What follows belongs to an exercise in optimizing a design on an open flow for small area; a production flow would make more cautious choices. In this exercise RTL edits were held to simulation tests only and were not proved equivalent to the original. No driver is modelled on the clock port, so clock power and skew are understated where the tree is cut down; a real chip needs a root buffer or a tree. Power and IR drop assume default switching activity.

==> inputs of 01-08 <==
==> flow/design.v <==
module BlankingForNSC( Sau,Sam,Sal, Sbu,Sbm,Sbl, Scu,Scm,Scl, Sfu,Sfm,Sfl, clk,
                       Sauo,Samo,Salo, Sbuo,Sbmo,Sblo, Scuo,Scmo,Sclo, Sfuo,Sfmo,Sflo );
input Sau,Sam,Sal, Sbu,Sbm,Sbl, Scu,Scm,Scl, Sfu,Sfm,Sfl, clk;
output Sauo,Samo,Salo, Sbuo,Sbmo,Sblo, Scuo,Scmo,Sclo, Sfuo,Sfmo,Sflo;
wire [11:0] s = {Sfl,Sfm,Sfu, Scl,Scm,Scu, Sbl,Sbm,Sbu, Sal,Sam,Sau};
wire [11:0] so;
assign {Sflo,Sfmo,Sfuo, Sclo,Scmo,Scuo, Sblo,Sbmo,Sbuo, Salo,Samo,Sauo} = so;
genvar g;
generate
  for (g = 0; g < 12; g = g + 1) begin : ch
    reg  [3:0] q;
    wire       o  = ~(q[2] | q[1] | q[0]);    
    wire       d3 = ~(s[g] & q[0]);
    always @(posedge clk) begin
      q[0] <= ~((o | q[2]) & s[g]);
      q[1] <= ~((o | q[1]) & s[g]);
      q[2] <= ~(d3 | q[3]);
      q[3] <= d3;
    end
    assign so[g] = o;
  end
endgenerate
endmodule
==> flow/flow/run.sh <==
#!/bin/bash
# The standard ORFS layout, with three changes:
#  - after the standard synthesis (registers and their names untouched), the
#    logic between the flip-flops is replaced by the hand-mapped cells of
#    flow/cells.tcl, which compute the same functions as the RTL;
#  - the ports are buffered by the smallest buffer (buf_1);
#  - the clock tree is built by flow/cts.tcl in place of ORFS's CTS: the clock
#    port drives CTS_K buffers, each feeding one cluster of flip-flops.
# Floorplan, placement, routing and finish are ORFS's own.  Each step writes
# its full output to a log of its own in this folder.
set -euo pipefail
export RESULTS=$PWD/orfs/results/sky130hd/BlankingForNSC/base
export FLOWDIR=$PWD/flow
export CTS_BUF=sky130_fd_sc_hd__buf_4
export CTS_K=4
PORTS="BUFFER_PORTS_ARGS=-buffer_cell sky130_fd_sc_hd__buf_1"
bash standard.sh synth > synth.log 2>&1
openroad -no_init -exit flow/remap.tcl > remap.log 2>&1
bash standard.sh "$PORTS" place > place.log 2>&1
openroad -no_init -exit flow/cts.tcl > cts.log 2>&1
bash standard.sh "$PORTS" finish > finish.log 2>&1
==> flow/flow/cells.tcl <==
# Hand-mapped logic of one channel (see rtl/BlankingForNSC.v): each entry is
# {output master {pin signal ...}}.  Signals: S (the channel's input), q0..q3
# (its flip-flop outputs), d0..d3 (its flip-flop inputs), o (its output).
set CH_INPUTS  {Sau Sam Sal Sbu Sbm Sbl Scu Scm Scl Sfu Sfm Sfl}
set CH_OUTPUTS {Sauo Samo Salo Sbuo Sbmo Sblo Scuo Scmo Sclo Sfuo Sfmo Sflo}
set CH_BITS 4
set CELLS {
  {o  sky130_fd_sc_hd__nor3_1  {A q2 B q1 C q0}}
  {d3 sky130_fd_sc_hd__nand2_1 {A S B q0}}
  {d2 sky130_fd_sc_hd__nor2_1  {A d3 B q3}}
  {d0 sky130_fd_sc_hd__o21ai_1 {A1 o A2 q2 B1 S}}
  {d1 sky130_fd_sc_hd__o21ai_1 {A1 o A2 q1 B1 S}}
}
==> flow/flow/cts.tcl <==
# Manual clock tree: the clock port drives K clock buffers, each of which
# drives the flip-flops of one cluster (clusters from recursive bisection of
# the flip-flop locations at the median).
proc cluster {insts k axis} {
  if {$k <= 1 || [llength $insts] <= 1} { return [list $insts] }
  set keyed {}
  foreach i $insts {
    set loc [$i getLocation]
    lappend keyed [list [lindex $loc $axis] $i]
  }
  set sorted {}
  foreach p [lsort -integer -index 0 $keyed] { lappend sorted [lindex $p 1] }
  set k1 [expr {$k / 2}]
  set n1 [expr {int(round([llength $sorted] * double($k1) / $k))}]
  set a [lrange $sorted 0 [expr {$n1 - 1}]]
  set b [lrange $sorted $n1 end]
  set nax [expr {1 - $axis}]
  return [concat [cluster $a $k1 $nax] [cluster $b [expr {$k - $k1}] $nax]]
}

proc manual_cts {bufname k axis} {
  set block [ord::get_db_block]
  set db [ord::get_db]
  set master [$db findMaster $bufname]
  set clknet [$block findNet clk]
  set flops {}
  set sinks {}
  foreach it [$clknet getITerms] {
    lappend sinks $it
    lappend flops [$it getInst]
  }
  set groups [cluster $flops $k $axis]
  set n 0
  foreach g $groups {
    set sx 0; set sy 0
    foreach i $g { set loc [$i getLocation]; incr sx [lindex $loc 0]; incr sy [lindex $loc 1] }
    set cx [expr {$sx / [llength $g]}]
    set cy [expr {$sy / [llength $g]}]
    set buf [odb::dbInst_create $block $master clkbuf_leaf_$n]
    set net [odb::dbNet_create $block clknet_leaf_$n]
    $net setSigType CLOCK
    $buf setLocation $cx $cy
    $buf setPlacementStatus PLACED
    [$buf findITerm A] connect $clknet
    [$buf findITerm X] connect $net
    foreach i $g {
      set it [$i findITerm CLK]
      $it disconnect
      $it connect $net
    }
    incr n
  }
}

set results $::env(RESULTS)
set platform /OpenROAD-flow-scripts/flow/platforms/sky130hd
read_liberty $platform/lib/sky130_fd_sc_hd__tt_025C_1v80.lib
read_db $results/3_place.odb
read_sdc $results/3_place.sdc
source $platform/setRC.tcl
manual_cts $::env(CTS_BUF) $::env(CTS_K) 0
set_propagated_clock [all_clocks]
detailed_placement
check_placement -verbose
estimate_parasitics -placement
set w 0
foreach p [get_pins -hierarchical */CLK] {
  foreach v [list [get_property $p slew_max_rise] [get_property $p slew_max_fall]] { if {$v > $w} {set w $v} }
}
puts "worst flip-flop clock pin slew (placement estimate): $w"
report_clock_skew
report_worst_slack -min
report_worst_slack -max
write_db $results/4_1_cts.odb
write_db $results/4_cts.odb
write_sdc $results/4_cts.sdc
==> flow/flow/remap.tcl <==
# Replace the combinational logic of the standard synthesis by the
# hand-mapped cells of flow/cells.tcl.  The flip-flops (their names, cells and
# nets) are kept as the standard synthesis made them; only the cells between
# them are replaced, by logic with the same function as the RTL.
source $::env(FLOWDIR)/cells.tcl
set results $::env(RESULTS)
read_db $results/1_synth.odb
set db [ord::get_db]
set block [ord::get_db_block]
# drop every cell but the flip-flops
set nold 0
foreach inst [$block getInsts] {
  if {![string match "*dfxtp*" [[$inst getMaster] getName]]} {
    odb::dbInst_destroy $inst
    incr nold
  }
}
puts "removed $nold cells"
set nnew 0
for {set g 0} {$g < [llength $CH_INPUTS]} {incr g} {
  set sig [dict create]
  dict set sig S [$block findNet [lindex $CH_INPUTS $g]]
  dict set sig o [$block findNet [lindex $CH_OUTPUTS $g]]
  for {set j 0} {$j < $CH_BITS} {incr j} {
    set ff [$block findInst "ch\\\[$g\\\].q\\\[$j\\\]\$_DFF_P_"]
    if {$ff == "NULL"} { error "no flip-flop ch\[$g\].q\[$j\]" }
    dict set sig q$j [[$ff findITerm Q] getNet]
    dict set sig d$j [[$ff findITerm D] getNet]
  }
  foreach c $CELLS {
    lassign $c out mname pins
    set m [$db findMaster $mname]
    if {$m == "NULL"} { error "no cell $mname" }
    set inst [odb::dbInst_create $block $m "ch${g}_$out"]
    foreach {pin s} $pins { [$inst findITerm $pin] connect [dict get $sig $s] }
    [$inst findITerm Y] connect [dict get $sig $out]
    incr nnew
  }
}
puts "added $nnew cells"
# drop nets left with no connection
set ndead 0
foreach net [$block getNets] {
  if {[llength [$net getITerms]] == 0 && [llength [$net getBTerms]] == 0} {
    odb::dbNet_destroy $net
    incr ndead
  }
}
puts "removed $ndead unconnected nets"
# every net must have exactly one driver
foreach net [$block getNets] {
  set drv 0
  foreach it [$net getITerms] { if {[$it isOutputSignal]} { incr drv } }
  foreach bt [$net getBTerms] { if {[$bt getIoType] == "INPUT"} { incr drv } }
  if {$drv != 1} { error "net [$net getName] has $drv drivers" }
}
write_db $results/1_synth.odb
write_verilog $results/1_remap.v
==> flow/standard.sh <==
#!/bin/bash
# synth_recipe.tcl (not shown) runs the flow's synth.tcl, then flattens the netlist and writes it again
# the make line also repeats each setting of config.mk as NAME=value (left out here)
make -C /OpenROAD-flow-scripts/flow DESIGN_CONFIG=/design/flow/config.mk WORK_HOME=/design/flow/orfs CLKGATE_MAP_FILE= SYNTH_SCRIPT=/design/flow/synth_recipe.tcl "${@:-finish}"
==> flow/config.mk <==
export PLATFORM = sky130hd
export DESIGN_NAME = BlankingForNSC
export DESIGN_NICKNAME = BlankingForNSC
export VERILOG_FILES = /design/flow/design.v
export SDC_FILE = /design/flow/constraint.sdc
export NUM_CORES = 4
export LEC_CHECK = 0
export CAP_MARGIN = 20
export CORE_MARGIN = 2
export CORE_UTILIZATION = 35
export SLEW_MARGIN = 20
==> flow/constraint.sdc <==
create_clock -name core_clock -period 5.0 [get_ports {clk}]
set_input_delay 1.0000 -clock core_clock [delete_from_list [all_inputs] [get_ports {clk}]]
set_output_delay 1.0000 -clock core_clock [all_outputs]
set_load 0.01 [all_outputs]
==> 07-02 (differences from 01-08) <==
==> flow/flow/run.sh (replaced) <==
#!/bin/bash
# The standard ORFS layout, with four changes:
#  - after the standard synthesis, every combinational cell is set to drive
#    strength 1 (the resizer upsizes later wherever it needs to);
#  - the ports are buffered by the smallest buffer (buf_1);
#  - the clock tree is built by flow/cts.tcl in place of ORFS's CTS: the clock
#    port drives CTS_K buffers, each feeding one cluster of flip-flops;
#  - everything else (floorplan, placement, routing, finish) is ORFS's own.
set -euo pipefail
export RESULTS=$PWD/orfs/results/sky130hd/BlankingForNSC/base
export CTS_BUF=sky130_fd_sc_hd__buf_4
export CTS_K=4
PORTS="BUFFER_PORTS_ARGS=-buffer_cell sky130_fd_sc_hd__buf_1"
bash standard.sh synth > synth.log 2>&1
openroad -no_init -exit flow/downsize.tcl > downsize.log 2>&1
bash standard.sh "$PORTS" place > place.log 2>&1
openroad -no_init -exit flow/cts.tcl > cts.log 2>&1
bash standard.sh "$PORTS" finish > finish.log 2>&1
==> flow/flow/downsize.tcl (new file) <==
# Set every combinational cell that synthesis gave a larger drive strength
# to drive strength 1 (same function and pins); the resizer upsizes again
# later wherever timing, slew or capacitance needs it.
set results $::env(RESULTS)
read_db $results/1_synth.odb
set db [ord::get_db]
foreach inst [[ord::get_db_block] getInsts] {
  set name [[$inst getMaster] getName]
  if {[regexp {^(sky130_fd_sc_hd__[a-z0-9]+)_([0-9]+)$} $name -> base drive]} {
    if {$drive > 1 && ![string match "*df*" $base]} {
      set new [$db findMaster ${base}_1]
      if {$new != "NULL"} {
        puts "[$inst getName]: $name -> ${base}_1"
        $inst swapMaster $new
      }
    }
  }
}
write_db $results/1_synth.odb
removed: flow/flow/cells.tcl
removed: flow/flow/remap.tcl
==> summary of the runs <==
- Of 07-02 and 01-08, 07-02 has the higher register-to-register slack (gap 0.26 ns).
- In 07-02 the sequential share of layout area is lower than in 01-08, by 4.2 points.
- Against 07-02, the design area of 01-08 is lower by about 6%.
- Between 01-08 and 07-02, the lower global-route usage is in 01-08 (gap 0.51 points).
- In 07-02 the final cell count is larger than in 01-08, by 14%.
- First-iteration DRC count: 01-08 is smaller than 07-02 (32%).
- Between 07-02 and 01-08, the lower synthesized area is in 01-08 (gap about 7%, measured against 01-08).
- In 01-08 the sequential power is smaller than in 07-02, by about 1%.
- Flip-flop and latch count is the same in 07-02 and 01-08.
In every run of this note, the design's own scripts or RTL, not TritonCTS, make the clock network.

## separate check: timing with driven ports
In the flow no input, the clock included, has a driving cell. The finished layouts below were timed again as built, in two steps. Step 1 (the two cells are an assumption about what drives the block):
set clk [get_ports {clk}]
set_driving_cell -lib_cell sky130_fd_sc_hd__clkbuf_16 $clk
set_driving_cell -lib_cell sky130_fd_sc_hd__buf_2 [delete_from_list [all_inputs] $clk]
Step 2 also shifts input and output timing later by t, the mid clock arrival at the registers, as if the neighbouring blocks saw the same clock. Three values: ideal, step 1, step 2; two values: the first two.
| run | t, ns | setup slack, ns | worst setup path at the end |
|---|---|---|---|
| 01-08 | 0.182 | 3.019 / 2.974 / 3.156 | register to output |
| 07-02 | 0.184 | 3.162 / 3.116 / 3.300 | register to output |
After both steps setup and hold are still met in every run listed.
